Background: an optimization exercise with open tools, aiming at small area and a short achievable clock period. Do not read the settings as production practice.
In this exercise RTL edits were held to simulation tests only and were not proved equivalent to the original.
No activity file was given, so power comes from the tool's default toggle rates.

==> design/flow/design.v <==
module ROM_shift
(
	input [4:0] addr,
	output reg [23:0] q
);
	reg [23:0] rom[31:0];
	initial 
	begin
		$readmemb("ROM_shift_init.mem", rom);
	end
	always @ (addr)
	begin
		q <= rom[addr];
	end
endmodule
module IEEE754_AdderSubtract
(
	input clock,
	input resetn,
	input [31:0] a,
	input [31:0] b,
	output reg [31:0] y
);
	wire mode, sign;
	wire [7:0]  exp_g;
	wire [23:0] mnts_g;
	wire [47:0] mnts_shift; 
	ControlLogic _ControlLogic (a, b, mode, sign, exp_g, mnts_g, mnts_shift);
	wire [30:0] adder_result;
	Adder _Adder (exp_g, mnts_g, mnts_shift[47:23], adder_result);
	wire [30:0] subtract_result;
	Subtract _Subtract (exp_g, mnts_g, mnts_shift[47:23], subtract_result);
	wire [30:0] result;
	assign result = mode ? adder_result : subtract_result;
	reg [31:0] y1;
	always @(posedge clock) 
	begin
		if (!resetn) begin
			y1 <= 32'h00000000;
			y  <= 32'h00000000;
		end else begin
			y1 <= {sign, result};
			y  <= y1;
		end
	end
endmodule
module ControlLogic
(
	input  [31:0] a,
	input  [31:0] b,
	output mode,
	output sign,
	output [7:0]  exp_g,
	output [23:0] mnts_g,
	output [47:0] mnts_shift
);
	wire sign_a, sign_b;
	wire [7:0]  exp_a, exp_b;
	wire [7:0]  exp_l;
	wire [22:0] mnts_a, mnts_b;
	wire [23:0] mnts_l;
	assign sign_a = a[31];
	assign sign_b = b[31];
	assign exp_a = a[30:23];
	assign exp_b = b[30:23];
	assign mnts_a = a[22:0];
	assign mnts_b = b[22:0];
	wire greater_exp;
	assign greater_exp  = (exp_b >= exp_a) ? 1'b1 : 1'b0;
	assign exp_g = greater_exp ? exp_b : exp_a;
	assign exp_l = greater_exp ? exp_a : exp_b;
	assign mnts_g = greater_exp ? {1'b1, mnts_b} : {1'b1, mnts_a};
	assign mnts_l = greater_exp ? {1'b1, mnts_a} : {1'b1, mnts_b};
	wire [7:0] shift;
	assign shift = exp_g - exp_l;
	wire [23:0] shift_mult_, shift_mult;
	ROM_shift ROM_shift_(shift[4:0], shift_mult_);
	assign shift_mult = shift < 32 ? shift_mult_ : 24'b000000000000000000000001;
	assign mnts_shift = mnts_l * shift_mult;
	assign mode = (sign_a == sign_b) ? 1'b1 : 1'b0;
	wire greater;
	assign greater = (a[30:0] >= b[30:0]) ? sign_a : sign_b;
	assign sign = mode ? sign_a : greater;
endmodule
module Adder
(
	input  [7:0]  exp_g,
	input  [23:0] mnts_g, 
	input  [24:0] mnts_shift,
	output [30:0] result
);
	wire signed [24:0] mnts;
	assign mnts = mnts_shift + mnts_g;
	wire nrm_bit = mnts[24];
	wire [7:0] exp;
	assign exp = exp_g + nrm_bit;
	wire [22:0] mnts_res;
	assign mnts_res = nrm_bit ? mnts[23:1] : mnts[22:0];
	assign result = {exp, mnts_res};
endmodule
module Subtract
(
	input  [7:0]  exp_g,
	input  [23:0] mnts_g, 
	input  [24:0] mnts_shift,
	output [30:0] result
);
	wire [23:0] mnts;
	assign mnts = (mnts_g >= mnts_shift) ? mnts_g - mnts_shift : mnts_shift - mnts_g;
	wire [4:0] shift_left;
	CLZ_24bits _CLZ_24bits(mnts, shift_left);
	wire [23:0] mnts_norm;
	assign mnts_norm = mnts << shift_left;
	wire [7:0] exp_norm;
	assign exp_norm = exp_g - shift_left;
	assign result = {exp_norm, mnts_norm[22:0]};
endmodule
module CLZ_24bits
(
	input [23:0] X,
	output unsigned [4:0] Y
);
	wire unsigned [11:0] p;
	wire unsigned [5:0]  v_clz4b;
	wire unsigned [2:0]  y_bne;
	wire unsigned [1:0]  y_mux;
	wire unsigned Q;
	priority_encoder_4b pe8(X[3:0],   p[11:10], v_clz4b[5]);  
	priority_encoder_4b pe7(X[7:4],   p[9:8],   v_clz4b[4]);  
	priority_encoder_4b pe6(X[11:8],  p[7:6],   v_clz4b[3]);  
	priority_encoder_4b pe5(X[15:12], p[5:4],   v_clz4b[2]);  
	priority_encoder_4b pe4(X[19:16], p[3:2],   v_clz4b[1]);  
	priority_encoder_4b pe3(X[23:20], p[1:0],   v_clz4b[0]);  
	BNE BNE_(v_clz4b, y_bne, Q);
	mux_282 mux_282_(y_bne, p, y_mux);
	assign Y = {y_bne, y_mux};
endmodule
module priority_encoder_4b
(
	input [3:0] X,
	output[1:0] Y,
	output v
);
	wire unsigned [1:0]Out_;
	wire unsigned v_;
	reg unsigned [1:0] Out;
	reg unsigned v_reg;
	assign Out_[0] = X[3] || (~X[2] && X[1]);
	assign Out_[1] = X[3] || X[2];
	assign v_ = X[3] || X[2] || X[0] || X[1];
	assign Y = ~Out_;
	assign v = ~v_;
endmodule
module BNE
(
	input unsigned [5:0] a,
	output unsigned[2:0] y,
	output unsigned Q
);
	assign Q = a[0] && a[1] && a[2] && a[3] &&
				  a[4] && a[5]; 
	assign y[0] = (a[0] && (~a[1] || (a[2] && ~a[3]))) || 
					  (a[0] && a[2] && a[4]);
	assign y[1] = a[0] && a[1] && (~a[2] || ~a[3] || (a[4] && a[5]));
	assign y[2] = a[0] && a[1] && a[2] && a[3];
endmodule
module mux_282
(
	input  unsigned [2:0]  S,
	input  unsigned [11:0] X,
	output reg unsigned [1:0]  Y	
);
	wire unsigned[1:0] Y_;
	always @(*) begin
		case(S)
			3'b000:  Y <= X[1:0];
			3'b001:  Y <= X[3:2];
			3'b010:  Y <= X[5:4];
			3'b011:  Y <= X[7:6];
			3'b100:  Y <= X[9:8];
			3'b101:  Y <= X[11:10];
			default: Y <= 2'b00;
		endcase
	end
endmodule
==> design/flow/ROM_shift_init.mem <==
100000000000000000000000
010000000000000000000000
001000000000000000000000
000100000000000000000000
000010000000000000000000
000001000000000000000000
000000100000000000000000
000000010000000000000000
000000001000000000000000
000000000100000000000000
000000000010000000000000
000000000001000000000000
000000000000100000000000
000000000000010000000000
000000000000001000000000
000000000000000100000000
000000000000000010000000
000000000000000001000000
000000000000000000100000
000000000000000000010000
000000000000000000001000
000000000000000000000100
000000000000000000000010
000000000000000000000001
000000000000000000000000
000000000000000000000000
000000000000000000000000
000000000000000000000000
000000000000000000000000
000000000000000000000000
000000000000000000000000
000000000000000000000000
==> design/flow/run.sh <==
#!/bin/bash
# synth_recipe.tcl (not shown) runs the flow's synth.tcl, then flattens the netlist and writes it again
# the make line also repeats each setting of config.mk as NAME=value (left out here)
make -C /OpenROAD-flow-scripts/flow DESIGN_CONFIG=/design/flow/config.mk WORK_HOME=/design/flow/orfs CLKGATE_MAP_FILE= SYNTH_SCRIPT=/design/flow/synth_recipe.tcl finish
==> design/flow/config.mk <==
export PLATFORM = sky130hd
export DESIGN_NAME = IEEE754_AdderSubtract
export DESIGN_NICKNAME = IEEE754_AdderSubtract
export VERILOG_FILES = /design/flow/design.v
export SDC_FILE = /design/flow/constraint.sdc
export NUM_CORES = 4
export LEC_CHECK = 0
export CAP_MARGIN = 20
export CORE_MARGIN = 2
export CORE_UTILIZATION = 40
export SLEW_MARGIN = 20
==> design/flow/constraint.sdc <==
create_clock -name core_clock -period 22.0 [get_ports {clock}]
set_input_delay 4.4000 -clock core_clock [delete_from_list [all_inputs] [get_ports {clock}]]
set_output_delay 4.4000 -clock core_clock [all_outputs]
set_load 0.01 [all_outputs]
==> results of run 1 <==
==> worst max-delay path, delay by kind of cell <==
kind                       cells  cell delay [ns]
xor gates and xnor gates       3             0.51
AOI/OAI and AO/OA             33             5.99
buffers and inverters         14             1.99
adders and majority gates     13             5.24
and+or+nand+nor               18             3.05
==> worst paths after layout <==
| kind | start | end | slack, ns | depth (start not counted) |
|---|---|---|---|---|
| worst max-delay path | a[24] | y1[30] | 0.97 | 81 |
| worst min-delay path | y1[13] | y[13] | 0.43 | 1 |
| worst max register to register | y1[25] | y[25] | 21.45 | 1 |
| worst min register to register | y1[13] | y[13] | 0.43 | 1 |
==> synth_stat cells, types with 18 or more instances <==
library cell	count
a211oi_1	26
a21o_1	64
a21oi_1	156
and2_1	73
buf_2	18
clkbuf_1	118
dfxtp_1	64
fa_1	485
ha_1	287
inv_1	671
mux2_2	35
mux2i_1	36
nand2_1	403
nand2b_1	24
nand3_1	41
nand4_1	19
nor2_1	378
nor2b_1	29
nor3_1	36
o211ai_1	31
o21a_1	21
o21ai_0	80
o21bai_1	21
o22ai_1	22
xnor2_1	54
==> state kept, by name, indices dropped and copies added (netlist names) <==
| name | cells |
|---|---|
| y | 32 |
| y1 | 32 |
==> cell type report <==
class	instances	area share
timing repair buffer	217	0.0624
antenna	1	0.0000821
multi-input combinational	2544	0.768
tap	882	0.0362
inverter	674	0.0834
sequential	64	0.0420
clock buffer	9	0.00739
clock inverter	4	0.000821
==> logic make-up (layout without fill, tap and decap cells) <==
family | Yosys count | in the layout | share of synthesized area
AND/OR/NAND/NOR | 1081 | 1081 | 0.174
XOR/XNOR | 68 | 68 | 0.0221
AO/OA/AOI/OAI | 551 | 551 | 0.135
buffers and inverters | 829 | 904 | 0.115
multiplexers | 71 | 71 | 0.0273
adder cells (fa/ha/maj) | 773 | 773 | 0.481
flip-flops | 64 | 64 | 0.0463
other | 0 | 1 | 0
==> report_power, final <==
group	total (mW)	leakage, nW	internal, mW	switching, mW
clock	0.117	0.119	0.0735	0.0438
combinational	0.865	14.8	0.316	0.549
sequential	0.148	0.529	0.143	0.00506
==> layer usage <==
layer / share of wire / up-vias / routed length, um / GRT usage
met5: 0.00036 / - / 33 / 0
li1: - / 11000 / - / -
met1: 0.44 / 11800 / 40500 / 0.365
met3: 0.090 / 154 / 8250 / 0.0430
met4: 0.026 / 6 / 2390 / 0.0610
met2: 0.44 / 1059 / 40900 / 0.412
==> timing repair <==
item | CTS | global route
resized for setup | 0 | 44
endpoints found under the setup margin | 0 | 10
setup buffers | 0 | 4
==> run notes, run 1 <==
final number of max-transition violations=0; post-route ant nets=0; first-pass GRT wire length=140 mm; crit path kind=in -> reg; cell taking the most area after synthesis=fa_1; leak pwr=15.5 nW; placed cell areas=30000 um^2; Synth Flop Type=dfxtp_1; Die X=267 um; Synth Net Count=4275; final net count=4348; Synth-to-Final Area Change=10.2%; Power Total=between 1 and 1.5 mW; commonest cells after routing, fill and taps aside=inv_1 (668), fa_1 (485), nand2_1 (399), nor2_1 (372), ha_1 (284); FFs w/ async S/R, synth=0; DRT Pass-1 Iters=5; WL per Instance=20.9 um; Hold Buf Count CTS=0; initial cell density of the core=0.404; clock skew=0.00220 ns; routed vias=24000; design area=30500 um^2; footprint of the multi-input gates=about 23000 um^2; Clock Path Buffers=2; Worst Hold Class=reg -> reg; fin cells=4395; Core Util, Final=0.445; most common cell after layout, fill and taps aside=inv_1; headroom to the max-slew limit=0.355; CP max stage delay=0.58 ns; largest net degree at the start of global routing=85; antenna violations before repair=3; final WL=slightly above 90 mm; die height=between 200 and 300 um; global route total overflow=0; routed vias/inst=roughly 5.5; CP max stage cell=fa_1; hold slack final=roughly 0.43 ns; Num CTS Buffers=9; Tcrit/Tclk final=0.956; Post-synth EDFFs=0; synthesized flop and latch total=64; layout cells sized above 1=0.0698; remaining routing DRC violations=0; startpoint type of the worst setup path=input port; initial drt markers=2137; Data required, critical path=22.21 ns; Worst-path clk slew=0.05 ns; Port Buf Inserts=97; core area=68500 um^2; IO Pins=98; Synthesis Warnings=3; Slew @ Worst Pin=0.967 ns; dpl hpwl=76.9 mm; status=complete, no violations; PwrDens=37.1 nW/um^2; Max Cap Violations=0; sequential element share of the synthesized area=0.0463; layout filler cell count=6914; fmax=about 48 MHz; crit path DAT=between 20 and 25 ns; Post-Syn Area=27700 um^2; Syn Area/Cell=8.05 um^2; RD Place Congestion=0.979; dpl ws=0.0970 ns; insertion delay to the later sink of the worst-skew pair=approximately 0.31 ns; final worst-path setup slack=0.969 ns; Cell variety after synth=between 90 and 100; Synth Instances=3437; maximum VDD drop=roughly 47 uV; vias in the first global route=23600; Tot GR Track Use=0.258; critical path capture point type=flop; # rows=96; crit-path max FO=22; sequential cell area=1280 um^2; clock root cell=clkbuf_16; endpoints failing hold=0; largest cells by area after synthesis=fa_1 (35%), ha_1 (13%), inv_1 (9.1%); final setup vio count=0; Final Critical Period=~21 ns; CTS H-tree lvls=3; die area=71300 um^2; CTS tree=done; Sink Count=64; final setup TNS=0 ns; Yosys top cell area share=0.351; dpl cells=4377
==> run 2, diff against run 1 <==
==> design/flow/design.v (replaced) <==
module IEEE754_AdderSubtract
(
	input clock,
	input resetn,
	input [31:0] a,
	input [31:0] b,
	output reg [31:0] y
);
	reg [31:0] a_r, b_r;
	reg        v_r;
	wire [31:0] f;
	fp_addsub_core core (a_r, b_r, f);
	always @(posedge clock) begin
		a_r <= a;
		b_r <= b;
		v_r <= resetn;
		if (!resetn || !v_r)
			y <= 32'h00000000;
		else
			y <= f;
	end
endmodule
module fp_addsub_core
(
	input  [31:0] a,
	input  [31:0] b,
	output [31:0] y
);
	wire        agb = a[30:0] >= b[30:0];
	wire [30:0] x   = agb ? a[30:0] : b[30:0];
	wire [30:0] w   = agb ? b[30:0] : a[30:0];
	wire        s   = agb ? a[31] : b[31];
	wire        sub = a[31] ^ b[31];
	wire [7:0]  sh  = x[30:23] - w[30:23];
	wire [23:0] mw  = {1'b1, w[22:0]};
	wire [23:0] sm  = (|sh[7:5]) ? 24'd1 : (mw >> sh[4:0]);
	wire [23:0] mx  = {1'b1, x[22:0]};
	wire [24:0] r   = sub ? ({1'b0, mx} - {1'b0, sm}) : ({1'b0, mx} + {1'b0, sm});
	wire        z4  = ~|r[24:9];
	wire [24:0] n1  = z4 ? {r[8:0], 16'b0} : r;
	wire        z3  = ~|n1[24:17];
	wire [24:0] n2  = z3 ? {n1[16:0], 8'b0} : n1;
	wire        z2  = ~|n2[24:21];
	wire [24:0] n3  = z2 ? {n2[20:0], 4'b0} : n2;
	wire        z1  = ~|n3[24:23];
	wire [24:0] n4  = z1 ? {n3[22:0], 2'b0} : n3;
	wire        z0  = ~n4[24];
	wire [24:0] n5  = z0 ? {n4[23:0], 1'b0} : n4;
	wire [4:0]  lz  = {z4, z3, z2, z1 & n5[24], z0};
	wire [7:0]  e   = x[30:23] + 8'd1 - {3'b0, lz};
	assign y = {s, e, n5[23:1]};
endmodule
--- a/design/flow/config.mk
+++ b/design/flow/config.mk
@@ -6,4 +6,5 @@
 export NUM_CORES = 4
 export LEC_CHECK = 0
+export ABC_AREA = 1
 export CAP_MARGIN = 20
 export CORE_MARGIN = 2
removed: design/flow/ROM_shift_init.mem
==> run 2 against run 1 <==
Still clean. Critical path depth fell by 7. Cell count down 59%. Maximum frequency increased by 67%. Non-clock buffer count shrank 120. Sequential share of layout area rose by 15 points. Combinational power is 23% lower. First-iteration DRC count fell by 73%. Routed wire length down 74%. Cell area fell by 67%. Critical endpoint is now y[30].
==> run notes, run 2 <==
status=complete, no violations; postcts setup bufs=0 (unchanged); sequential cell area=1940 um^2 (+52%); Critical Path Stages=74 (-8.6%); crit path DAT=12.83 ns (-8.41 ns); Synth Instances=1465 (-57%); largest cells by area after synthesis=dfxtp_1 (22%), nand2_1 (22%), ha_1 (9.5%); die area=23200 um^2 (-67%); Worst Hold Class=reg -> reg; dpl hpwl=19.3 mm (-75%); PwrDens=103 nW/um^2 (+180%); Critical path buffers and inverters=12 (-2); post-route ant nets=0 (unchanged); Hold Buf Count CTS=0 (unchanged); Synth Flop Type=dfxtp_1; most common cell after layout, fill and taps aside=nand2_1; RD Place Congestion=0.916 (-6.5%); commonest cells after routing, fill and taps aside=nand2_1 (510), nand3_1 (159), nor2_1 (144), inv_1 (140); dpl cells=1790 (-59%); critical path capture point type=flop; synth cell count leaders=nand2_1 (510), nand3_1 (159), nor2_1 (144), inv_1 (140), dfxtp_1 (97); post-CTS resize count=0 (unchanged); die height=152 um (-43%); # rows=54 (-44%); DRT Pass-1 Iters=5 (unchanged); Clock Path Buffers=2 (unchanged); initial cell density of the core=0.406 (+0.00183); Worst-path clk slew=0.07 ns (+0.02 ns); Max Cap Violations=0 (unchanged); startpoint type of the worst setup path=flop; Ant. Diodes=0 (-1); clock root cell=clkbuf_16; global route total overflow=0 (unchanged); Num CTS Buffers=9 (unchanged); CTS tree=done; Die X=152 um (-43%); largest net degree at the start of global routing=87 (+2.4%); CP max stage delay=0.84 ns (+0.26 ns); headroom to the max-slew limit=0.417 (+0.0614); clock skew=0.0115 ns (+0.00927 ns); most common cell in the netlist=nand2_1; top flop regs=a_r (32), b_r (32), y (32); synthesized flop and latch total=97 (+52%); CP delay by family, top=simple AND/OR/NAND/NOR gates; Port Buf Inserts=97 (unchanged); final WL=23.6 mm (-74%); cell taking the most area after synthesis=dfxtp_1; CTS H-tree lvls=3 (unchanged); Final Critical Period=12.58 ns (-8.45 ns); RSZ-0062 raised after global routing=no; Data required, critical path=22.25 ns (+0.04 ns); Tot GR Track Use=0.204 (-0.0546); endpoints failing hold=0 (unchanged); antenna violations before repair=0 (-3); r2r worst-path depth=74 (+73); CP max stage cell=ha_1; Synthesis Warnings=1 (-2); footprint of the multi-input gates=5950 um^2 (-75%); layout filler cell count=2340 (-66%); Synth-to-Final Area Change=14.9%; vias in the first global route=8117 (-66%); final number of max-transition violations=0 (unchanged); Cell variety after synth=40 (-58%); crit-path max FO=86 (+290%); leak pwr=5.30 nW (-66%); final setup TNS=0 ns (unchanged); crit path kind=reg -> reg; routed vias=8931 (-63%); fmax=79.5 MHz (+67%); core area=21700 um^2 (-68%); initial drt markers=585 (-73%); insertion delay to the later sink of the worst-skew pair=0.36 ns (+0.05 ns); maximum VDD drop=47.0 uV (+0.68%); Post-Syn Area=8800 um^2 (-68%); Post-synth EDFFs=0 (unchanged); first-pass GRT wire length=39.3 mm (-72%); routed vias/inst=4.95 (-9.4%); Synth Net Count=1600 (-63%); fin cells=1806 (-59%); Tcrit/Tclk final=0.572 (-0.384); WL per Instance=13.1 um (-38%); sequential element share of the synthesized area=0.221 (+0.174); remaining routing DRC violations=0 (unchanged); final net count=1656 (-62%); Yosys top cell area share=0.221 (-0.130); hold depth=2 (+1); FFs w/ async S/R, synth=0 (unchanged); layout cells sized above 1=0.0518 (-0.0180); CP dominant cell by count=nand2_1; Sink Count=97 (+52%); Slew @ Worst Pin=0.875 ns (-0.0921 ns); Syn Area/Cell=6.01 um^2 (-25%); final setup vio count=0 (unchanged); IO Pins=98 (unchanged)
[run 2: report_power, final]
group	switching [mW]	internal, mW	total, mW
logic	0.429	0.237	0.666
clock network	0.0763	0.0906	0.167
registers	0.00845	0.201	0.209
total	0.513	0.528	1.04
[run 2: kinds of logic (layout without fill, tap and decap cells)]
group / count (synthesis) / in the layout / share of synthesized area
flip-flops: 97 / 97 / 0.221
AND/OR/NAND/NOR: 904 / 904 / 0.445
XOR/XNOR: 43 / 43 / 0.0428
AO/OA/AOI/OAI: 144 / 144 / 0.0880
buffers and inverters: 208 / 269 / 0.103
adder cells (fa/ha/maj): 69 / 69 / 0.0998
[run 2: layout make-up]
class                           count  area share
Multi-Input combinational cell   1160       0.588
Sequential cell                    97       0.192
Clock buffer                        9      0.0223
Inverter                          156      0.0582
Clock inverter                      7     0.00866
Timing Repair Buffer               97      0.0960
Tap cell                          280      0.0346
[run 2: worst reg2reg max path, delay by kind of cell (launching register included)]
family / cells / cell delay [ns]
AND/OR/NAND/NOR: 42 / 5.51
buffers and inverters: 12 / 1.44
adder cells (fa/ha/maj): 7 / 2.76
XOR/XNOR: 2 / 0.35
flip-flops: 1 / 0.35
AO/OA/AOI/OAI: 11 / 2.10
[run 2: final timing paths]
check | slack [ns] | endpoint | from
worst max register to register | 9.42 | y[30] | b_r[23]
worst min register to register | 0.49 | y[31] | b_r[31]
worst min-delay path | 0.49 | y[31] | b_r[31]
worst max-delay path | 9.42 | y[30] | b_r[23]
[run 2: metrics by stage]
step | total power, mW | setup slack [ns] | utilization | instance area [um^2] | hold slack, ns
6_report | 1.04 | 9.42 | 0.466 | 10100 | 0.490
5_1_grt | 1.15 | 7.91 | 0.466 | 10100 | 0.552
4_1_cts | 1.05 | 9.43 | 0.466 | 10100 | 0.495
3_5_place_dp | 0.877 | 9.47 | 0.452 | 9800 | 0.484
3_3_place_gp | 0.878 | 9.84 | 0.452 | 9800 | 0.473
2_1_floorplan | 0.727 | 12.83 | - | 8800 | 0.442
[run 2: layer usage]
layer / GRT usage / up-vias / share of wire
met5: 0 / - / 0
met3: 0.0242 / 29 / 0.036
met4: 0.0547 / 0 / 0.015
met2: 0.351 / 203 / 0.47
li1: - / 4778 / -
met1: 0.270 / 3921 / 0.48
==> run 3, diff against run 2 <==
==> design/flow/design.v (replaced) <==
module IEEE754_AdderSubtract
(
	input clock,
	input resetn,
	input [31:0] a,
	input [31:0] b,
	output reg [31:0] y
);
	wire [7:0]  ea = a[30:23];
	wire [7:0]  eb = b[30:23];
	wire [7:0]  dba, dab;
	wire        ge;                              
	bk_add #(8) u_dba (eb, ~ea, 1'b1, dba, ge);
	bk_add #(8) u_dab (ea, ~eb, 1'b1, dab, );
	wire [7:0]  sh = ge ? dba : dab;
	reg         v1, sg1, sub1, big1;
	reg  [7:0]  eg1;
	reg  [4:0]  sh1;
	reg  [22:0] mg1, mw1;
	always @(posedge clock) begin
		v1   <= resetn;
		sg1  <= ge ? b[31] : a[31];
		sub1 <= a[31] ^ b[31];
		eg1  <= ge ? eb : ea;
		big1 <= |sh[7:5];
		sh1  <= sh[4:0];
		mg1  <= ge ? b[22:0] : a[22:0];
		mw1  <= ge ? a[22:0] : b[22:0];
	end
	wire [23:0] sm = big1 ? 24'd1 : ({1'b1, mw1} >> sh1);
	wire [24:0] A = {2'b01, mg1};
	wire [24:0] B = {1'b0, sm} ^ {25{sub1}};
	wire [24:0] p = A ^ B;
	wire [24:0] gc;                              
	wire [24:0] pc;                              
	wire        co;
	bk_prefix #(25, 16) u_pre (A & B, p, gc, pc, co);
	wire        neg = sub1 & ~co;
	wire [24:0] r = p ^ (gc | (pc & {25{co}})) ^ {25{neg}};
	wire        s = sg1 ^ neg;
	wire        z4 = ~|r[24:9];
	wire [24:0] n1 = z4 ? {r[8:0], 16'b0} : r;
	wire        z3 = ~|n1[24:17];
	wire [24:0] n2 = z3 ? {n1[16:0], 8'b0} : n1;
	wire        z2 = ~|n2[24:21];
	wire [24:0] n3 = z2 ? {n2[20:0], 4'b0} : n2;
	wire        z1 = ~|n3[24:23];
	wire [24:0] n4 = z1 ? {n3[22:0], 2'b0} : n3;
	wire        z0 = ~n4[24];
	wire [24:0] n5 = z0 ? {n4[23:0], 1'b0} : n4;
	wire [4:0]  lz = {z4, z3, z2, z1 & n5[24], z0};
	wire [7:0]  egp, e;
	bk_add #(8) u_inc (eg1, 8'd0, 1'b1, egp, );
	bk_add #(8) u_exp (egp, {3'b111, ~lz}, 1'b1, e, );
	always @(posedge clock) begin
		if (!resetn || !v1)
			y <= 32'h00000000;
		else
			y <= {s, e, n5[23:1]};
	end
endmodule
module bk_prefix #(parameter N = 8, parameter TOPD = 4)
(
	input  [N-1:0] g,
	input  [N-1:0] p,
	output [N-1:0] gc,
	output [N-1:0] pc,
	output         co
);
	reg [N-1:0] G, P, Gn, Pn;
	integer i, d;
	always @(*) begin
		G = g;
		P = p;
		for (d = 1; d < N; d = d * 2) begin
			Gn = G; Pn = P;
			for (i = 2*d-1; i < N; i = i + 2*d) begin
				Gn[i] = G[i] | (P[i] & G[i-d]);
				Pn[i] = P[i] & P[i-d];
			end
			G = Gn; P = Pn;
		end
		for (d = TOPD; d >= 1; d = d / 2) begin
			Gn = G; Pn = P;
			for (i = 3*d-1; i < N; i = i + 2*d) begin
				Gn[i] = G[i] | (P[i] & G[i-d]);
				Pn[i] = P[i] & P[i-d];
			end
			G = Gn; P = Pn;
		end
	end
	assign gc = {G[N-2:0], 1'b0};
	assign pc = {P[N-2:0], 1'b1};
	assign co = G[N-1];
endmodule
module bk_add #(parameter N = 8, parameter TOPD = 4)
(
	input  [N-1:0] x,
	input  [N-1:0] y,
	input          ci,
	output [N-1:0] s,
	output         co
);
	wire [N-1:0] p = x ^ y;
	wire [N-1:0] gc, pc;
	wire         c;
	bk_prefix #(N, TOPD) u_pre (x & y, p, gc, pc, c);
	assign s  = p ^ (gc | (pc & {N{ci}}));
	assign co = c | (&p & ci);
endmodule
==> design/flow/flow/run.sh (new file) <==
#!/bin/bash
# The standard layout, with the smallest plain buffer (buf_1) as the port
# buffer on every input and output instead of the default choice.
set -euo pipefail
bash standard.sh finish "BUFFER_PORTS_ARGS=-buffer_cell sky130_fd_sc_hd__buf_1" > standard_flow.log 2>&1
==> design/flow/standard.sh (new file) <==
#!/bin/bash
# synth_recipe.tcl (not shown) runs the flow's synth.tcl, then flattens the netlist and writes it again
# the make line also repeats each setting of config.mk as NAME=value (left out here)
make -C /OpenROAD-flow-scripts/flow DESIGN_CONFIG=/design/flow/config.mk WORK_HOME=/design/flow/orfs CLKGATE_MAP_FILE= SYNTH_SCRIPT=/design/flow/synth_recipe.tcl "${@:-finish}"
--- a/design/flow/config.mk
+++ b/design/flow/config.mk
@@ -10,3 +10,4 @@
 export CORE_MARGIN = 2
 export CORE_UTILIZATION = 40
+export GPL_TIMING_DRIVEN = 0
 export SLEW_MARGIN = 20
removed: design/flow/run.sh
==> run 3 against run 2 <==
Maximum frequency rose by 52%. Sequential share of layout area grew 1.7 points. Die area is 7.8% lower. Setup slack improved by 4.3 ns. Routed wire length is 3.4% lower. Clock skew decreased by 0.0044 ns. Flip-flop and latch count fell by 2. Area after synthesis is 8.0% lower. Hold slack better by 0.036 ns. Clock power fell by 5%. Highest routed layer unchanged. Cell count fell by 4.0%. Critical path depth decreased by 17.
==> run notes, run 3 <==
post-route ant nets=0 (unchanged); Synthesis Warnings=3 (+2); Clk pwr share=0.159 (about the same); Synth Net Count=1465 (-8.4%); Num CTS Buffers=9 (unchanged); DRT Pass-1 Iters=5 (unchanged); Psw=508 uW (-1.0%); fmax=121 MHz (+52%); final WL=22.8 mm (-3.4%); CP dominant cell by count=nand2_1; Synth Flop Type=dfxtp_1; post-CTS resize count=0 (unchanged); postcts setup bufs=0 (unchanged); critical path capture point type=flop; CTS H-tree lvls=3 (unchanged); initial cell density of the core=0.404 (-0.00182); Seq pwr share=0.218 (+0.017); Sink Count=95 (-2.1%); clock root cell=clkbuf_16; Critical path buffers and inverters=12 (unchanged); FFs w/ async S/R, synth=0 (unchanged); Ant. Diodes=0 (unchanged); synthesized flop and latch total=95 (-2.1%); dpl cells=1717 (-4.1%); final net count=1573 (-5.0%); Worst Hold Class=reg -> reg; Yosys top cell area share=0.235 (+0.0143); Cell variety after synth=47 (+18%); Tot GR Track Use=0.218 (+0.0147); Post-Synth Adder-Cell Area=0.0776 (-0.0222); Clock Path Buffers=2 (unchanged); PwrDens=110 nW/um^2 (+6.8%); vias in the first global route=7842 (-3.4%); Data required, critical path=22.25 ns (about the same); most common cell in the netlist=nand2_1; RSZ-0062 raised after global routing=no; leak pwr=4.65 nW (-12%); fin cells=1733 (-4.0%); cell taking the most area after synthesis=dfxtp_1; Worst-path clk slew=0.07 ns (about the same); multiplexer share of the synthesized area=0.00495 (+0.00495); Synth-to-Final Area Change=12.3%; WL per Instance=13.2 um (+0.69%); Die X=146 um (-4.0%); routed vias/inst=4.79 (-3.1%); global route total overflow=0 (unchanged); Final Critical Period=8.27 ns (-4.32 ns); Post-Synth Simple-Gate Area=0.383 (-0.0627); insertion delay to the later sink of the worst-skew pair=0.36 ns (about the same); layout filler cell count=2244 (-4.1%); Slew @ Worst Pin=0.698 ns (-0.176 ns); Post-synth EDFFs=0 (unchanged); CP max stage cell=xor2_1; final setup TNS=0 ns (unchanged); synth cell count leaders=nand2_1 (474), inv_1 (139), nor2_1 (126), o21ai_0 (116), dfxtp_1 (95); commonest cells after routing, fill and taps aside=nand2_1 (474), inv_1 (139), nor2_1 (126), o21ai_0 (116), buf_1 (100); final setup vio count=0 (unchanged); crit path kind=reg -> reg; first-pass GRT wire length=38.2 mm (-2.8%); CP max stage delay=0.38 ns (-0.46 ns); layout cells sized above 1=0.0677 (+0.0159); largest net degree at the start of global routing=20 (-77%); CTS tree=done; status=complete, no violations; max FFs per register=32; maximum VDD drop=52.5 uV (+12%); clock skew=0.00708 ns (-0.00439 ns); endpoints failing hold=0 (unchanged); complex-gate fraction of the synthesized area=0.130 (+0.0421); # rows=52 (-3.7%); crit-path max FO=10 (-88%); core area=20000 um^2 (-7.6%); Hold Buf Count CTS=0 (unchanged); Post-Syn Area=8100 um^2 (-8.0%); routed vias=8308 (-7.0%); remaining routing DRC violations=0 (unchanged); final number of max-transition violations=0 (unchanged); IO Pins=98 (unchanged); headroom to the max-slew limit=0.534 (+0.118); RD Place Congestion=0.959 (+4.7%); Tcrit/Tclk final=0.376 (-0.196); Synth Instances=1350 (-7.8%); Gate power share=0.623 (-0.016); crit path DAT=8.51 ns (-4.32 ns); most common cell after layout, fill and taps aside=nand2_1; top flop regs=y (32), mg1 (23), mw1 (23); Max Cap Violations=0 (unchanged); CP delay by family, top=simple AND/OR/NAND/NOR gates; startpoint type of the worst setup path=flop; initial drt markers=487 (-17%); largest register by flop count=y; dpl hpwl=19.0 mm (-1.1%); die area=21400 um^2 (-7.8%); Post-Synth XOR/XNOR Area=0.0572 (+0.0144); die height=146 um (-4.0%); sequential element share of the synthesized area=0.235 (+0.0143); switch share=0.508 (+0.0149); Syn Area/Cell=6.00 um^2 (-0.18%); largest family of logic cells by synthesized area=simple AND/OR/NAND/NOR gates; Port Buf Inserts=97 (unchanged); antenna violations before repair=0 (unchanged); Int Pwr=493 uW (-6.7%); largest cells by area after synthesis=dfxtp_1 (23%), nand2_1 (22%), ha_1 (7.3%)
[run 3: path summary, 6_finish.rpt]
kind              startpoint     to  slack, ns  cells after the start
setup / recovery      sh1[0]  y[30]      13.73                     57
hold / removal           sg1  y[31]       0.53                      2
setup reg to reg      sh1[0]  y[30]      13.73                     57
hold reg to reg          sg1  y[31]       0.53                      2
[run 3: area by class of cell]
type                       instances  area, um^2  area share
inverter                         161         608      0.0669
buffer                            57         304      0.0334
tap                              270         338      0.0371
multi-input combinational       1037        5280       0.581
sequential                        95        1900       0.209
timing repair buffer              97         364      0.0400
clock inverter                     7        72.6     0.00798
clock buffer                       9         225      0.0248
[run 3: tightest hold or removal path, delay by kind of cell, from the launching register on]
kind | cells | cell delay [ns]
flip-flops | 1 | 0.33
AND/OR/NAND/NOR | 1 | 0.07
XOR/XNOR | 1 | 0.08
[run 3: routing by layer]
layer	wire length, um	GRT usage	share of wire
met1	10600	0.277	0.47
met2	10900	0.384	0.48
met3	786	0.0294	0.034
met4	534	0.0699	0.023
met5	0	0	0
[run 3: kinds of logic (layout without fill, tap and decap cells)]
group / Yosys count / after routing
multiplexers: 4 / 4
AND/OR/NAND/NOR: 735 / 735
buffers and inverters: 218 / 331
XOR/XNOR: 52 / 52
adder cells (fa/ha/maj): 49 / 49
flip-flops: 95 / 95
AO/OA/AOI/OAI: 197 / 197
[run 3: power groups by stage]
stage,clock network [mW],registers (mW),logic [mW]
after CTS,0.164,0.219,0.622
after floorplan,0,0.228,0.464
after detailed placement,0,0.223,0.619
final,0.159,0.219,0.624
after global routing,0.170,0.222,0.711
after global placement,0,0.223,0.618
[run 3: metrics by stage]
stage               power (mW)  cell area (um^2)  setup WS (ns)   util  hold slack (ns)
floorplan                0.691              8100          15.18      -            0.458
global placement         0.841              8800          13.79  0.439            0.503
detailed placement       0.842              8800          13.73  0.439            0.515
CTS                       1.00              9090          13.69  0.454            0.534
global route              1.10              9090          12.80  0.454            0.576
finish                    1.00              9090          13.73  0.454            0.525
==> run 4, diff against run 3 <==
==> design/flow/run.sh (new file) <==
#!/bin/bash
# synth_recipe.tcl (not shown) runs the flow's synth.tcl, then flattens the netlist and writes it again
# the make line also repeats each setting of config.mk as NAME=value (left out here)
make -C /OpenROAD-flow-scripts/flow DESIGN_CONFIG=/design/flow/config.mk WORK_HOME=/design/flow/orfs CLKGATE_MAP_FILE= SYNTH_SCRIPT=/design/flow/synth_recipe.tcl finish
removed: design/flow/flow/run.sh
removed: design/flow/standard.sh
==> run 4 against run 3 <==
Setup slack worse by 0.050 ns. Non-clock buffer count stayed put. Via count increased by 1.3%. Sequential share of layout area down 1.3 points. Clock-buffer cell count stayed put. Area after synthesis did not move. Clock skew about the same. Critical path depth is 1 higher. Sequential power barely moved. Core utilization rose by 3.0 points. Hold slack is essentially flat. Register-to-register slack got worse by 0.05 ns.
==> run notes, run 4 <==
post-CTS resize count=0 (unchanged); hold slack final=0.526 ns (+0.000310 ns); Ant. Diodes=0 (unchanged); Final Critical Period=8.32 ns (+0.0500 ns); insertion delay to the later sink of the worst-skew pair=0.36 ns (about the same); Synthesis Warnings=3 (unchanged); Tcrit/Tclk final=0.378 (+0.00227); Post-Syn Area=8100 um^2 (unchanged); Worst Hold Launch=sg1; clock skew=0.00712 ns (+0.0000427 ns); hold depth=2 (unchanged); Post-synth EDFFs=0 (unchanged); worst reg2reg endpoint=y[30]; CP max stage delay=0.36 ns (-0.02 ns); final number of max-transition violations=0 (unchanged); Die X=146 um (unchanged); footprint of the multi-input gates=5280 um^2 (unchanged); Synth-to-Final Area Change=19.9%; most common cell after layout, fill and taps aside=nand2_1; CTS H-tree lvls=3 (unchanged); layout filler cell count=2161 (-3.7%); commonest cells after routing, fill and taps aside=nand2_1 (474), inv_1 (139), nor2_1 (126), o21ai_0 (116), clkdlybuf4s50_1 (97); Data required, critical path=22.25 ns (about the same); clock root cell=clkbuf_16; final setup vio count=0 (unchanged); Max Cap Violations=0 (unchanged); crit path kind=reg -> reg; largest register by flop count=y; Int Pwr=521 uW (+5.7%); initial drt markers=531 (+9.0%); Worst Hold Endpoint=y[31]; dpl hpwl=19.4 mm (+2.1%); RSZ-0062 raised after global routing=no; Hold Buf Count CTS=0 (unchanged); DRT Pass-1 Iters=7 (+2); startpoint type of the worst setup path=flop; antenna violations before repair=0 (unchanged); Sink Count=95 (unchanged); cell taking the most area after synthesis=dfxtp_1; synth cell count leaders=nand2_1 (474), inv_1 (139), nor2_1 (126), o21ai_0 (116), dfxtp_1 (95); Tot GR Track Use=0.221 (+0.00225); top flop regs=y (32), mg1 (23), mw1 (23); Yosys top cell area share=0.235 (unchanged); crit path DAT=8.57 ns (+0.06 ns); beginning of the critical path=sh1[0]; crit-path max FO=10 (unchanged); Port Buf Inserts=97 (unchanged); final setup TNS=0 ns (unchanged); Seq pwr share=0.212 (-0.006); leak pwr=4.91 nW (+5.5%); Clk pwr share=0.156 (-0.003); Clock Path Buffers=2 (unchanged); remaining routing DRC violations=0 (unchanged); sequential cell area=1900 um^2 (unchanged); final net count=1573 (unchanged); Synth Net Count=1465 (unchanged); endpoints failing hold=0 (unchanged); die height=146 um (unchanged); r2r worst-path depth=58 (+1.8%); PwrDens=107 nW/um^2 (-3.2%); final WL=23.4 mm (+2.4%); core area=20000 um^2 (unchanged); most common cell in the netlist=nand2_1; Slew @ Worst Pin=0.694 ns (-0.00453 ns); global route total overflow=0 (unchanged); Synth Instances=1350 (unchanged); first-pass GRT wire length=38.5 mm (+0.72%); Syn Area/Cell=6.00 um^2 (unchanged); Worst-path clk slew=0.08 ns (about the same); largest cells by area after synthesis=dfxtp_1 (23%), nand2_1 (22%), ha_1 (7.3%); IO Pins=98 (unchanged); sequential element share of the synthesized area=0.235 (unchanged); largest net degree at the start of global routing=21 (+5.0%); post-route ant nets=0 (unchanged); fmax=120 MHz (-0.60%); CP dominant cell by count=nand2_1; die area=21400 um^2 (unchanged); max FFs per register=32 (unchanged); Cell variety after synth=47 (unchanged); initial cell density of the core=0.404 (unchanged); flop2flop setup slack=13.68 ns (-0.05 ns); RR Startpoint=sh1[0]; RD Place Congestion=0.935 (-2.5%); CTS tree=done; Worst Hold Class=reg -> reg; synthesized flop and latch total=95 (unchanged); Psw=513 uW (+0.92%); maximum VDD drop=44.4 uV (-15%); Gate power share=0.632 (+0.009); layout cells sized above 1=0.0677 (unchanged); Num CTS Buffers=9 (unchanged); CP max stage cell=ha_1; WL per Instance=13.5 um (+2.4%); headroom to the max-slew limit=0.537 (+0.00302); vias in the first global route=7937 (+1.2%); routed vias/inst=4.85 (+1.3%); status=complete, no violations; FFs w/ async S/R, synth=0 (unchanged); Synth Flop Type=dfxtp_1; routed vias=8413 (+1.3%); # rows=52 (unchanged); postcts setup bufs=0 (unchanged); switch share=0.496 (-0.0115); critical path capture point type=flop
==> run 4: cell counts after synthesis <==
Identical to the previous run, type by type.
==> run 4: power groups by stage <==
stage / clock network (mW) / logic, mW / registers, mW
6_report: 0.161 / 0.654 / 0.219
5_1_grt: 0.172 / 0.741 / 0.223
4_1_cts: 0.165 / 0.652 / 0.219
3_5_place_dp: 0 / 0.649 / 0.223
3_3_place_gp: 0 / 0.648 / 0.223
2_1_floorplan: 0 / 0.464 / 0.228
==> run 4: routing by layer <==
layer / up-vias / track usage / part of all wire
li1: 4455 / - / -
met1: 3749 / 0.279 / 0.47
met4: 0 / 0.0665 / 0.019
met2: 182 / 0.393 / 0.48
met5: - / 0 / 0
met3: 27 / 0.0275 / 0.034
==> run 4: worst max-delay path by stage <==
stage                     endpoint  slack, ns  depth (start not counted)
after floorplan              y[30]      15.18                         63
after global placement       y[30]      13.73                         57
after detailed placement     y[30]      13.75                         58
after CTS                    y[30]      13.71                         58
after global routing         y[30]      12.70                         55
final                        y[30]      13.68                         58
==> run 4: logic make-up after synthesis <==
kind of cell / after synthesis / synth area share
xor gates and xnor gates: 52 / 0.0572
AOI/OAI and AO/OA: 197 / 0.130
and+or+nand+nor: 735 / 0.383
adders and majority gates: 49 / 0.0776
buffers and inverters: 218 / 0.113
muxes: 4 / 0.00495
DFF: 95 / 0.235
==> run 4: cell type report <==
class	instances	area share
inverter	161	0.0627
clock inverter	7	0.00761
buffer	57	0.0313
multi-input combinational	1037	0.544
clock buffer	9	0.0232
timing repair buffer	97	0.100
tap	270	0.0348
sequential	95	0.196
==> run 4: critical path, delay by kind of cell (launching register included) <==
kind	cells	cell delay, ns
buffers and inverters	13	1.48
xor gates and xnor gates	1	0.16
adders and majority gates	2	0.64
AOI/OAI and AO/OA	9	1.53
and+or+nand+nor	33	4.05
DFF	1	0.30
==> run 4: through the flow <==
stage | util | instances | instance area, um^2 | total power, mW | setup slack (ns)
3_3_place_gp | 0.469 | 1717 | 9400 | 0.871 | 13.73
6_report | 0.484 | 1733 | 9700 | 1.03 | 13.68
3_5_place_dp | 0.469 | 1717 | 9400 | 0.872 | 13.75
2_1_floorplan | - | 1350 | 8100 | 0.691 | 15.18
4_1_cts | 0.484 | 1733 | 9700 | 1.04 | 13.71
5_1_grt | 0.484 | 1733 | 9700 | 1.14 | 12.70
==> run 5, diff against run 4 <==
--- a/design/flow/config.mk
+++ b/design/flow/config.mk
@@ -10,4 +10,3 @@
 export CORE_MARGIN = 2
 export CORE_UTILIZATION = 40
-export GPL_TIMING_DRIVEN = 0
 export SLEW_MARGIN = 20
==> run 5 against run 4 <==
Still clean. Core utilization down 1.4 points. Critical path depth down 2. Cell count down 3.1%. Hold slack better by 0.031 ns. Synthesized cell count unchanged. Power down 3.3%. Global-route usage down 1.5 points. Cell area down 2.9%. Die area unchanged. Register-to-register slack worse by 1.0 ns. Combinational power down 6.0%. Flip-flop and latch count unchanged. Largest power group unchanged.
==> run notes, run 5 <==
final worst-path setup slack=12.64 ns (-1.04 ns); highest metal used=met4; insertion delay to the later sink of the worst-skew pair=0.36 ns (about the same); final setup vio count=0 (unchanged); Synth-to-Final Area Change=16.4%; Max Cap Violations=0 (unchanged); CP max stage cell=dfxtp_1; Worst Hold Launch=eg1[7]; Sink Count=95 (unchanged); Worst-path clk slew=0.07 ns (about the same); Tcrit/Tclk final=0.425 (+0.0474); FFs w/ async S/R, synth=0 (unchanged); fmax=107 MHz (-11%); clock skew=0.0165 ns (+0.00940 ns); DRT Pass-1 Iters=7 (unchanged); # rows=52 (unchanged); Synth Instances=1350 (unchanged); Post-synth EDFFs=0 (unchanged); headroom to the max-slew limit=0.316 (-0.221); Worst Hold Endpoint=y[30]; startpoint type of the worst setup path=flop; worst reg2reg endpoint=y[30]; remaining routing DRC violations=0 (unchanged); layout filler cell count=2232 (+3.3%); RD Place Congestion=0.945 (+1.1%); PwrDens=106 nW/um^2 (-0.40%); r2r worst-path depth=56 (-3.4%); leak pwr=4.77 nW (-2.8%); routed vias/inst=4.82 (-0.65%); top flop regs=y (32), mg1 (23), mw1 (23); global route total overflow=0 (unchanged); Slew @ Worst Pin=1.02 ns (+0.331 ns); Ant. Diodes=0 (unchanged); routed vias=8098 (-3.7%); final setup TNS=0 ns (unchanged); antenna violations before repair=0 (unchanged); met2 wire length=9.98 mm (-11%); sequential cell area=1900 um^2 (unchanged); cell taking the most area after synthesis=dfxtp_1; dpl hpwl=17.8 mm (-8.4%); Syn Area/Cell=6.00 um^2 (unchanged); Cell variety after synth=47 (unchanged); CTS H-tree lvls=3 (unchanged); most common cell after layout, fill and taps aside=nand2_1; clock root cell=clkbuf_16; synthesized flop and latch total=95 (unchanged); Critical path buffers and inverters=8 (-5); crit-path max FO=25 (+15); CP delay by family, top=simple AND/OR/NAND/NOR gates; critical path capture point type=flop; vias in the first global route=7377 (-7.1%); Synth Flop Type=dfxtp_1; Hold Buf Count CTS=0 (unchanged); layout cells sized above 1=0.0554 (-0.0123); Yosys top cell area share=0.235 (unchanged); RR Startpoint=sh1[0]; post-CTS resize count=0 (unchanged); most common cell in the netlist=nand2_1; Num CTS Buffers=9 (unchanged); post-route ant nets=0 (unchanged); status=complete, no violations; dpl ws=12.67 ns (-1.08 ns); final number of max-transition violations=0 (unchanged); Post-Syn Area=8100 um^2 (unchanged); CP max stage delay=0.89 ns (+0.53 ns); postcts setup bufs=0 (unchanged); Synthesis Warnings=3 (unchanged); WL met3=839 um (+4.9%); CTS tree=done; initial cell density of the core=0.404 (unchanged); Worst Hold Class=reg -> reg; crit path kind=reg -> reg; Port Buf Inserts=97 (unchanged); Die X=146 um (unchanged); Final Critical Period=9.36 ns (+1.04 ns); largest net degree at the start of global routing=70 (+230%); flop2flop setup slack=12.64 ns (-1.04 ns); final net count=1519 (-3.4%); core area=20000 um^2 (unchanged); die area=21400 um^2 (unchanged); hold slack final=0.557 ns (+0.0309 ns); endpoints failing hold=0 (unchanged); Synth Net Count=1465 (unchanged); commonest cells after routing, fill and taps aside=nand2_1 (474), inv_1 (139), nor2_1 (125), o21ai_0 (116), clkdlybuf4s50_1 (97); first-pass GRT wire length=36.0 mm (-6.4%); maximum VDD drop=44.5 uV (+0.32%); die height=146 um (unchanged); CP dominant cell by count=nand2_1; sequential element share of the synthesized area=0.235 (unchanged); Data required, critical path=22.24 ns (about the same); max FFs per register=32 (unchanged); Tot GR Track Use=0.206 (-0.0148); footprint of the multi-input gates=5290 um^2 (+0.14%); hold depth=2 (unchanged); Clock Path Buffers=2 (unchanged); final WL=21.9 mm (-6.5%); largest register by flop count=y; initial drt markers=489 (-7.9%); Metal-1 WL=10.6 mm (-3.4%); crit path DAT=9.60 ns (+1.03 ns); IO Pins=98 (unchanged); largest cells by area after synthesis=dfxtp_1 (23%), nand2_1 (22%), ha_1 (7.3%); synth cell count leaders=nand2_1 (474), inv_1 (139), nor2_1 (126), o21ai_0 (116), dfxtp_1 (95); WL per Instance=13.0 um (-3.5%); RSZ-0062 raised after global routing=no
-- run 5: metal layers --
layer,up-vias,global-route usage
li1,4343,-
met2,188,0.348
met4,0,0.0617
met3,36,0.0319
met1,3531,0.272
met5,-,0
-- run 5: through the flow --
step | instance area, um^2 | cells | power [mW] | util
3_3_place_gp | 9130 | 1663 | 0.851 | 0.456
2_1_floorplan | 8100 | 1350 | 0.691 | -
5_1_grt | 9420 | 1679 | 1.10 | 0.470
3_5_place_dp | 9130 | 1663 | 0.844 | 0.456
6_report | 9420 | 1679 | 1.00 | 0.470
4_1_cts | 9420 | 1679 | 1.00 | 0.470
-- run 5: worst max-delay path by stage --
stage	startpoint	slack [ns]	depth (start not counted)	end
finish	sh1[0]	12.64	56	y[30]
floorplan	sh1[0]	15.18	63	y[30]
global placement	sh1[0]	12.69	54	y[30]
detailed placement	sh1[0]	12.67	54	y[30]
global route	sh1[0]	11.42	56	y[30]
CTS	sh1[0]	12.63	54	y[30]
-- run 5: cell families (layout without fill, tap and decap cells) --
group	after synthesis	after routing	synth area share
xor+xnor	52	52	0.0572
buf+inv	218	277	0.113
flops	95	95	0.235
compound gates	197	197	0.130
mux	4	4	0.00495
fa+ha+maj	49	49	0.0776
simple gates	735	735	0.383
-- run 5: cell type report --
| cell class | instances | share of cell area |
|---|---|---|
| multi-input combinational | 1037 | 0.561 |
| sequential | 95 | 0.202 |
| timing repair buffer | 100 | 0.105 |
| inverter | 161 | 0.0645 |
| tap | 270 | 0.0359 |
| clock buffer | 12 | 0.0272 |
| clock inverter | 4 | 0.00372 |
-- run 5: where the power goes --
part / switching, mW / internal (mW)
Clock: 0.0723 / 0.0842
Combinational: 0.398 / 0.217
Sequential: 0.0240 / 0.205
Total: 0.494 / 0.505
-- run 5: worst min-delay path: stages (launching register included) --
cell,delay (ns)
dfxtp_1,0.32
xnor2_1,0.07
a21oi_1,0.13
==> run 6, diff against run 5 <==
==> design/flow/flow/run.sh (new file) <==
#!/bin/bash
# The standard layout, with two changes to how it is made:
#  - the smallest plain buffer (buf_1) as the port buffer on every input and output;
#  - repair_timing aims for 14 ns of setup slack (the clock and constraints are unchanged).
set -euo pipefail
bash standard.sh finish "BUFFER_PORTS_ARGS=-buffer_cell sky130_fd_sc_hd__buf_1" SETUP_SLACK_MARGIN=14 > standard_flow.log 2>&1
==> design/flow/standard.sh (new file) <==
#!/bin/bash
# synth_recipe.tcl (not shown) runs the flow's synth.tcl, then flattens the netlist and writes it again
# the make line also repeats each setting of config.mk as NAME=value (left out here)
make -C /OpenROAD-flow-scripts/flow DESIGN_CONFIG=/design/flow/config.mk WORK_HOME=/design/flow/orfs CLKGATE_MAP_FILE= SYNTH_SCRIPT=/design/flow/synth_recipe.tcl "${@:-finish}"
--- a/design/flow/config.mk
+++ b/design/flow/config.mk
@@ -10,3 +10,4 @@
 export CORE_MARGIN = 2
 export CORE_UTILIZATION = 40
+export GPL_TIMING_DRIVEN = 0
 export SLEW_MARGIN = 20
removed: design/flow/run.sh
==> run 6 against run 5 <==
Clock power about the same. Clock-buffer cell count decreased by 3. Critical endpoint unchanged. Area after synthesis unchanged. Die area unchanged. Power increased by 7.0%. Still clean on timing, DRC and antenna. Routed wire length increased by 7.3%.
==> run notes, run 6 <==
status=complete, no violations; Synth-to-Final Area Change=20.0%; critical path capture point type=flop; IO Pins=98 (unchanged); # rows=52 (unchanged); routed vias/inst=4.82 (-0.10%); final WL=23.5 mm (+7.3%); Cell variety after synth=47 (unchanged); leak pwr=4.90 nW (+2.8%); headroom to the max-slew limit=0.534 (+0.218); dpl hpwl=19.0 mm (+6.9%); Synthesis Warnings=3 (unchanged); final number of max-transition violations=0 (unchanged); antenna violations before repair=0 (unchanged); hold depth=2 (unchanged); global route total overflow=0 (unchanged); first-pass GRT wire length=38.2 mm (+6.2%); top flop regs=y (32), mg1 (23), mw1 (23); CP dominant cell by count=nand2_1; RD Place Congestion=0.959 (+1.5%); Int Pwr=529 uW (+4.7%); endpoints failing hold=0 (unchanged); die area=21400 um^2 (unchanged); Worst Hold Class=reg -> reg; synth cell count leaders=nand2_1 (474), inv_1 (139), nor2_1 (126), o21ai_0 (116), dfxtp_1 (95); most common cell after layout, fill and taps aside=nand2_1; Port Buf Inserts=97 (unchanged); Yosys top cell area share=0.235 (unchanged); Power Total=1.07 mW (+7.0%); commonest cells after routing, fill and taps aside=nand2_1 (453), inv_1 (137), nor2_1 (112), buf_1 (98), dfxtp_1 (93); sequential element share of the synthesized area=0.235 (unchanged); clock skew=0.00705 ns (-0.00948 ns); max FFs per register=32 (unchanged); CTS tree=done; beginning of the critical path=sh1[0]; routed vias=8509 (+5.1%); Synth Flop Type=dfxtp_1; DRT Pass-1 Iters=5 (-2); Die X=146 um (unchanged); post-route ant nets=0 (unchanged); Tcrit/Tclk final=0.336 (-0.0900); remaining routing DRC violations=0 (unchanged); Data required, critical path=22.25 ns (about the same); Max Cap Violations=0 (unchanged); flop2flop setup slack=14.62 ns (+1.98 ns); Post-Syn Area=8100 um^2 (unchanged); Syn Area/Cell=6.00 um^2 (unchanged); final setup vio count=0 (unchanged); initial cell density of the core=0.404 (unchanged); startpoint type of the worst setup path=flop; initial drt markers=486 (-0.61%); Psw=540 uW (+9.3%); FFs w/ async S/R, synth=0 (unchanged); largest register by flop count=y; crit path DAT=7.63 ns (-1.97 ns); Num CTS Buffers=9 (unchanged); Worst Hold Launch=sg1; die height=146 um (unchanged); Hold Buf Count CTS=0 (unchanged); Post-synth EDFFs=0 (unchanged); Ant. Diodes=0 (unchanged); insertion delay to the later sink of the worst-skew pair=0.36 ns (about the same); RSZ-0062 raised after global routing=no; Clk pwr share=0.149 (-0.008); Seq pwr share=0.205 (-0.024); CP max stage delay=0.37 ns (-0.52 ns); synthesized flop and latch total=95 (unchanged); CP max stage cell=ha_1; Slew @ Worst Pin=0.699 ns (-0.326 ns); Synth Instances=1350 (unchanged); layout cells sized above 1=0.144 (+0.0884); cell taking the most area after synthesis=dfxtp_1; worst reg2reg endpoint=y[30]; final setup TNS=0 ns (unchanged); clock root cell=clkbuf_16; Tot GR Track Use=0.219 (+0.0127); Gate power share=0.646 (+0.031); CTS H-tree lvls=3 (unchanged); most common cell in the netlist=nand2_1; vias in the first global route=7833 (+6.2%); WL per Instance=13.3 um (+2.0%); final worst-path setup slack=14.62 ns (+1.98 ns); Final Critical Period=7.38 ns (-1.98 ns); final net count=1606 (+5.7%); Worst-path clk slew=0.07 ns (about the same); largest cells by area after synthesis=dfxtp_1 (23%), nand2_1 (22%), ha_1 (7.3%); Synth Net Count=1465 (unchanged); crit path kind=reg -> reg; RR Startpoint=sh1[0]; Worst Hold Endpoint=y[31]; core area=20000 um^2 (unchanged); PwrDens=110 nW/um^2 (+3.7%); r2r worst-path depth=60 (+7.1%); Clock Path Buffers=2 (unchanged); crit-path max FO=10 (-60%); switch share=0.505 (+0.0107); maximum VDD drop=52.7 uV (+18%); dpl ws=13.73 ns (+1.06 ns); fmax=135 MHz (+27%); largest net degree at the start of global routing=20 (-71%); Sink Count=95 (unchanged)
==> run 6: cell count changes in the layout (fill, tap and decap cells not counted), sizes merged <==
cell,change
buf,+152
clkdlybuf4s50,-97
clkinvlp,+1
nor2,+2
clkinv,-1
clkbuf,+27
inv,+3
==> run 6: how the worst max path moves through the flow <==
stage,slack (ns),end
floorplan,15.18,y[30]
global placement,13.79,y[30]
detailed placement,13.73,y[30]
CTS,14.00,y[30]
global route,13.94,y[30]
finish,14.62,y[30]
==> run 6: final cells by class <==
cell class,count,area [um^2]
Buffer,57,367
Clock buffer,9,225
Clock inverter,7,72.6
Fill cell,2192,10300
Inverter,161,613
Multi-Input combinational cell,1039,5580
Sequential cell,95,1900
Tap cell,270,338
Timing Repair Buffer,128,618
==> run 6: layer usage <==
layer,wire length [um],up-vias,share of wire,global-route usage
li1,-,4530,-,-
met1,10700,3754,0.46,0.278
met2,11400,186,0.48,0.384
met3,860,39,0.037,0.0294
met4,557,0,0.024,0.0699
met5,0,-,0,0
==> run 6: metrics by stage <==
step	hold slack [ns]	util	cells	cell area (um^2)
after floorplan	0.458	-	1350	8100
after global placement	0.503	0.439	1717	8800
after detailed placement	0.515	0.439	1717	8800
after CTS	0.534	0.455	1733	9120
after global routing	0.576	0.485	1766	9720
final	0.526	0.485	1766	9720
==> run 6: what timing repair did <==
item,in CTS,in global routing
gates cloned,0,3
pin swaps,0,48
buffers inserted,0,30
endpoints found under the setup margin,2,4
resized for setup,13,141
==> run 6: cell families after synthesis <==
| family | synth area share |
|---|---|
| flip-flops | 0.235 |
| AO/OA/AOI/OAI | 0.130 |
| buffers and inverters | 0.113 |
| multiplexers | 0.00495 |
| XOR/XNOR | 0.0572 |
| AND/OR/NAND/NOR | 0.383 |
| adder cells (fa/ha/maj) | 0.0776 |
==> run 6: worst max-delay path: cells and delay by family, from the launching register on <==
kind                     cells  cell delay, ns
AND/OR/NAND/NOR             38            4.19
buffers and inverters       12            1.01
AO/OA/AOI/OAI                7            0.94
adder cells (fa/ha/maj)      2            0.66
flip-flops                   1            0.33
XOR/XNOR                     1            0.10
==> run 6: power by group through the flow <==
stage | logic [mW] | registers (mW) | clock network (mW)
after global placement | 0.618 | 0.223 | 0
after floorplan | 0.464 | 0.228 | 0
after detailed placement | 0.619 | 0.223 | 0
final | 0.691 | 0.219 | 0.159
after global routing | 0.778 | 0.222 | 0.170
after CTS | 0.625 | 0.219 | 0.164
==> run 7, diff against run 6 <==
==> design/flow/flow/run.sh (replaced) <==
#!/bin/bash
# The standard layout, with two changes to how it is made:
#  - the smallest plain buffer (buf_1) as the port buffer on every input and output;
#  - repair_timing aims for 16 ns of setup slack (the clock and constraints are unchanged).
set -euo pipefail
bash standard.sh finish "BUFFER_PORTS_ARGS=-buffer_cell sky130_fd_sc_hd__buf_1" SETUP_SLACK_MARGIN=16 > standard_flow.log 2>&1
==> run 7 against run 6 <==
Die area did not move. Power rose by 26%. Setup slack improved by 0.20 ns. Combinational power rose by 41%. Critical endpoint unchanged. Critical path depth rose by 4. Hold slack improved by 0.0061 ns. Cell area rose by 30%. Sequential power barely moved. Synthesized cell count did not move.
==> run notes, run 7 <==
Synth Flop Type=dfxtp_1; synth cell count leaders=nand2_1 (474), inv_1 (139), nor2_1 (126), o21ai_0 (116), dfxtp_1 (95); final net count=1743 (+8.5%); Final Critical Period=7.18 ns (-0.204 ns); Num CTS Buffers=9 (unchanged); critical path capture point type=flop; design area=12700 um^2 (+30%); dpl ws=14.06 ns (+0.334 ns); leak pwr=6.20 nW (+27%); WL per Instance=15.2 um (+15%); r2r worst-path depth=64 (+6.7%); fmax=139 MHz (+2.8%); routed vias/inst=5.03 (+4.3%); crit path DAT=7.42 ns (-0.21 ns); RD Place Congestion=0.963 (+0.45%); final setup vio count=0 (unchanged); dpl hpwl=19.0 mm (-0.32%); WL met3=1.17 mm (+37%); placed cell areas=9030 um^2 (+2.7%); Data required, critical path=22.25 ns (about the same); Post-Synth Adder-Cell Area=0.0776 (unchanged); Synth-to-Final Area Change=56.5%; flop2flop setup slack=14.82 ns (+0.20 ns); Seq pwr share=0.164 (-0.041); maximum VDD drop=48.8 uV (-7.5%); Post-Synth XOR/XNOR Area=0.0572 (unchanged); complex-gate fraction of the synthesized area=0.130 (unchanged); CTS tree=done; Clk pwr share=0.115 (-0.034); Metal-1 WL=11.8 mm (+11%); CP max stage cell=ha_1; crit path kind=reg -> reg; Cell variety after synth=47 (unchanged); cell taking the most area after synthesis=dfxtp_1; crit-path max FO=7 (-3); CP max stage delay=0.38 ns (about the same); Max Cap Violations=0 (unchanged); Worst Hold Class=reg -> reg; switch share=0.479 (-0.0262); core area=20000 um^2 (unchanged); routed vias=9559 (+12%); Worst Hold Launch=sg1; largest family of logic cells by synthesized area=simple AND/OR/NAND/NOR gates; headroom to the max-slew limit=0.541 (+0.00701); largest register by flop count=y; multiplexer share of the synthesized area=0.00495 (unchanged); Clock Path Buffers=2 (unchanged); Worst-path clk slew=0.08 ns (about the same); Ant. Diodes=0 (unchanged); largest cells by area after synthesis=dfxtp_1 (23%), nand2_1 (22%), ha_1 (7.3%); Tot GR Track Use=0.256 (+0.0372); fin cells=1902 (+7.7%); worst reg2reg endpoint=y[30]; RR Startpoint=sh1[0]; Slew @ Worst Pin=0.688 ns (-0.0105 ns); post-route ant nets=0 (unchanged); Synth Instances=1350 (unchanged); CTS H-tree lvls=3 (unchanged); remaining routing DRC violations=0 (unchanged); endpoints failing hold=0 (unchanged); PwrDens=107 nW/um^2 (-3.2%); top flop regs=y (32), mg1 (23), mw1 (23); clock root cell=clkbuf_16; clock skew=0.0115 ns (+0.00447 ns); hold depth=2 (unchanged); insertion delay to the later sink of the worst-skew pair=0.36 ns (about the same); Int Pwr=704 uW (+33%); Critical path buffers and inverters=14 (+2); Yosys top cell area share=0.235 (unchanged); DRT Pass-1 Iters=5 (unchanged); startpoint type of the worst setup path=flop; highest metal used=met4; final number of max-transition violations=0 (unchanged); initial cell density of the core=0.404 (unchanged); initial drt markers=532 (+9.5%); antenna violations before repair=0 (unchanged); Synth Net Count=1465 (unchanged); most common cell in the netlist=nand2_1; Hold Buf Count CTS=0 (unchanged); FFs w/ async S/R, synth=0 (unchanged); final worst-path setup slack=14.82 ns (+0.204 ns); first-pass GRT wire length=44.2 mm (+16%); synthesized flop and latch total=95 (unchanged); Psw=647 uW (+20%); max FFs per register=32 (unchanged); Synthesis Warnings=3 (unchanged); Worst Hold Endpoint=y[31]; die area=21400 um^2 (unchanged); Sink Count=95 (unchanged); Port Buf Inserts=97 (unchanged); CP delay by family, top=simple AND/OR/NAND/NOR gates; Die X=146 um (unchanged); dpl cells=1717 (unchanged); commonest cells after routing, fill and taps aside=nand2_1 (356), buf_4 (125), inv_1 (123), nor2_1 (93), dfxtp_1 (92); RSZ-0062 raised after global routing=yes; Gate power share=0.721 (+0.075); IO Pins=98 (unchanged); Post-Syn Area=8100 um^2 (unchanged); final setup TNS=0 ns (unchanged); sequential element share of the synthesized area=0.235 (unchanged); status=complete, no violations; met2 wire length=14.9 mm (+31%); Post-Synth Simple-Gate Area=0.383 (unchanged); layout cells sized above 1=0.361 (+0.217); Power Total=1.35 mW (+26%); Post-synth EDFFs=0 (unchanged); final WL=29.0 mm (+23%); most common cell after layout, fill and taps aside=nand2_1; global route total overflow=0 (unchanged); Tcrit/Tclk final=0.326 (-0.00925); # rows=52 (unchanged); Syn Area/Cell=6.00 um^2 (unchanged); vias in the first global route=8982 (+15%); largest net degree at the start of global routing=17 (-15%); die height=146 um (unchanged)
[run 7: layout make-up]
| type | count | area [um^2] |
|---|---|---|
| clock buffer | 10 | 239 |
| timing repair inverter | 1 | 30.0 |
| clock inverter | 5 | 46.3 |
| sequential | 95 | 1910 |
| fill | 1781 | 7370 |
| timing repair buffer | 264 | 2040 |
| inverter | 161 | 653 |
| tap | 270 | 338 |
| multi-input combinational | 1039 | 6770 |
| buffer | 57 | 646 |
[run 7: how the worst max path moves through the flow]
stage	slack, ns	startpoint	cells after the start	end
global route	14.41	sh1[0]	64	y[30]
floorplan	15.49	sh1[0]	60	y[30]
detailed placement	14.06	sh1[1]	53	y[30]
finish	14.82	sh1[0]	64	y[30]
global placement	14.11	sh1[1]	53	y[30]
CTS	15.16	sh1[0]	61	y[30]
[run 7: through the flow]
stage | hold slack, ns | utilization
after floorplan | 0.458 | -
after global placement | 0.502 | 0.451
after detailed placement | 0.521 | 0.451
after CTS | 0.544 | 0.588
after global routing | 0.590 | 0.632
final | 0.532 | 0.632
[run 7: layer usage]
layer  track usage  vias to the layer above
li1              -                     4813
met1         0.301                     4365
met2         0.469                      292
met3        0.0341                       89
met4         0.100                        0
met5             0                        -
[run 7: cells by family (layout without fill, tap and decap cells)]
family,count (synthesis),after routing
buf+inv,218,498
fa+ha+maj,49,49
compound gates,197,197
mux,4,4
xor+xnor,52,52
simple gates,735,737
flops,95,95
[run 7: power groups by stage]
stage / clock network [mW] / logic, mW / registers, mW
after CTS: 0.155 / 0.861 / 0.220
after global placement: 0 / 0.634 / 0.223
after floorplan: 0 / 0.480 / 0.228
after detailed placement: 0 / 0.635 / 0.223
final: 0.155 / 0.973 / 0.222
after global routing: 0.163 / 1.06 / 0.225
[run 7: repair_timing]
| item | CTS | global route |
|---|---|---|
| buffers inserted | 116 | 33 |
| gates resized for setup | 344 | 164 |
| pin swaps | 141 | 70 |
| gates cloned | 19 | 2 |
| endpoints found under the setup margin | 91 | 91 |
| endpoints found under the hold margin | 0 | 0 |
[run 7: tightest hold or removal path: stages (launching register included)]
cell	delay (ns)
dfxtp_1	0.34
xor2_1	0.09
nor2_1	0.08

## afterwards: timing with drivers on the ports
How much do the figures lean on ideal ports? The routed layouts below were timed once more, with nothing changed but the port constraints. Step 1: set_driving_cell puts a clkbuf_16 on clock and a buf_2 on each other input, an assumption about the parent block. Step 2 times the ports against the registers' clock, not the clock port: input delays grow and output delays shrink by t, the midpoint of the rising clock arrivals with the driver on. a / b / c = ideal ports / drivers / drivers and shift; a / b = the first two.
| run | shift t [ns] | slack for setup (ns) | worst setup path after step 2 |
|---|---|---|---|
| run 1 | 0.343 | 0.969 / 0.976 / 0.633 | input to register |
| run 2 | 0.401 | 9.415 / 9.415 / 9.415 | register to register |
| run 3 | 0.403 | 13.733 / 13.733 / 13.733 | register to register |
| run 4 | 0.400 | 13.683 / 13.683 / 13.683 | register to register |
| run 5 | 0.399 | 12.639 / 12.639 / 12.639 | register to register |
| run 6 | 0.400 | 14.619 / 14.619 / 14.312 | input to register |
| run 7 | 0.397 | 14.822 / 14.822 / 14.822 | register to register |
After both steps every run listed still meets setup and hold. The setup slack of run 1, which loses most, moves by +0.007 ns with the drivers and by -0.336 ns with both steps.
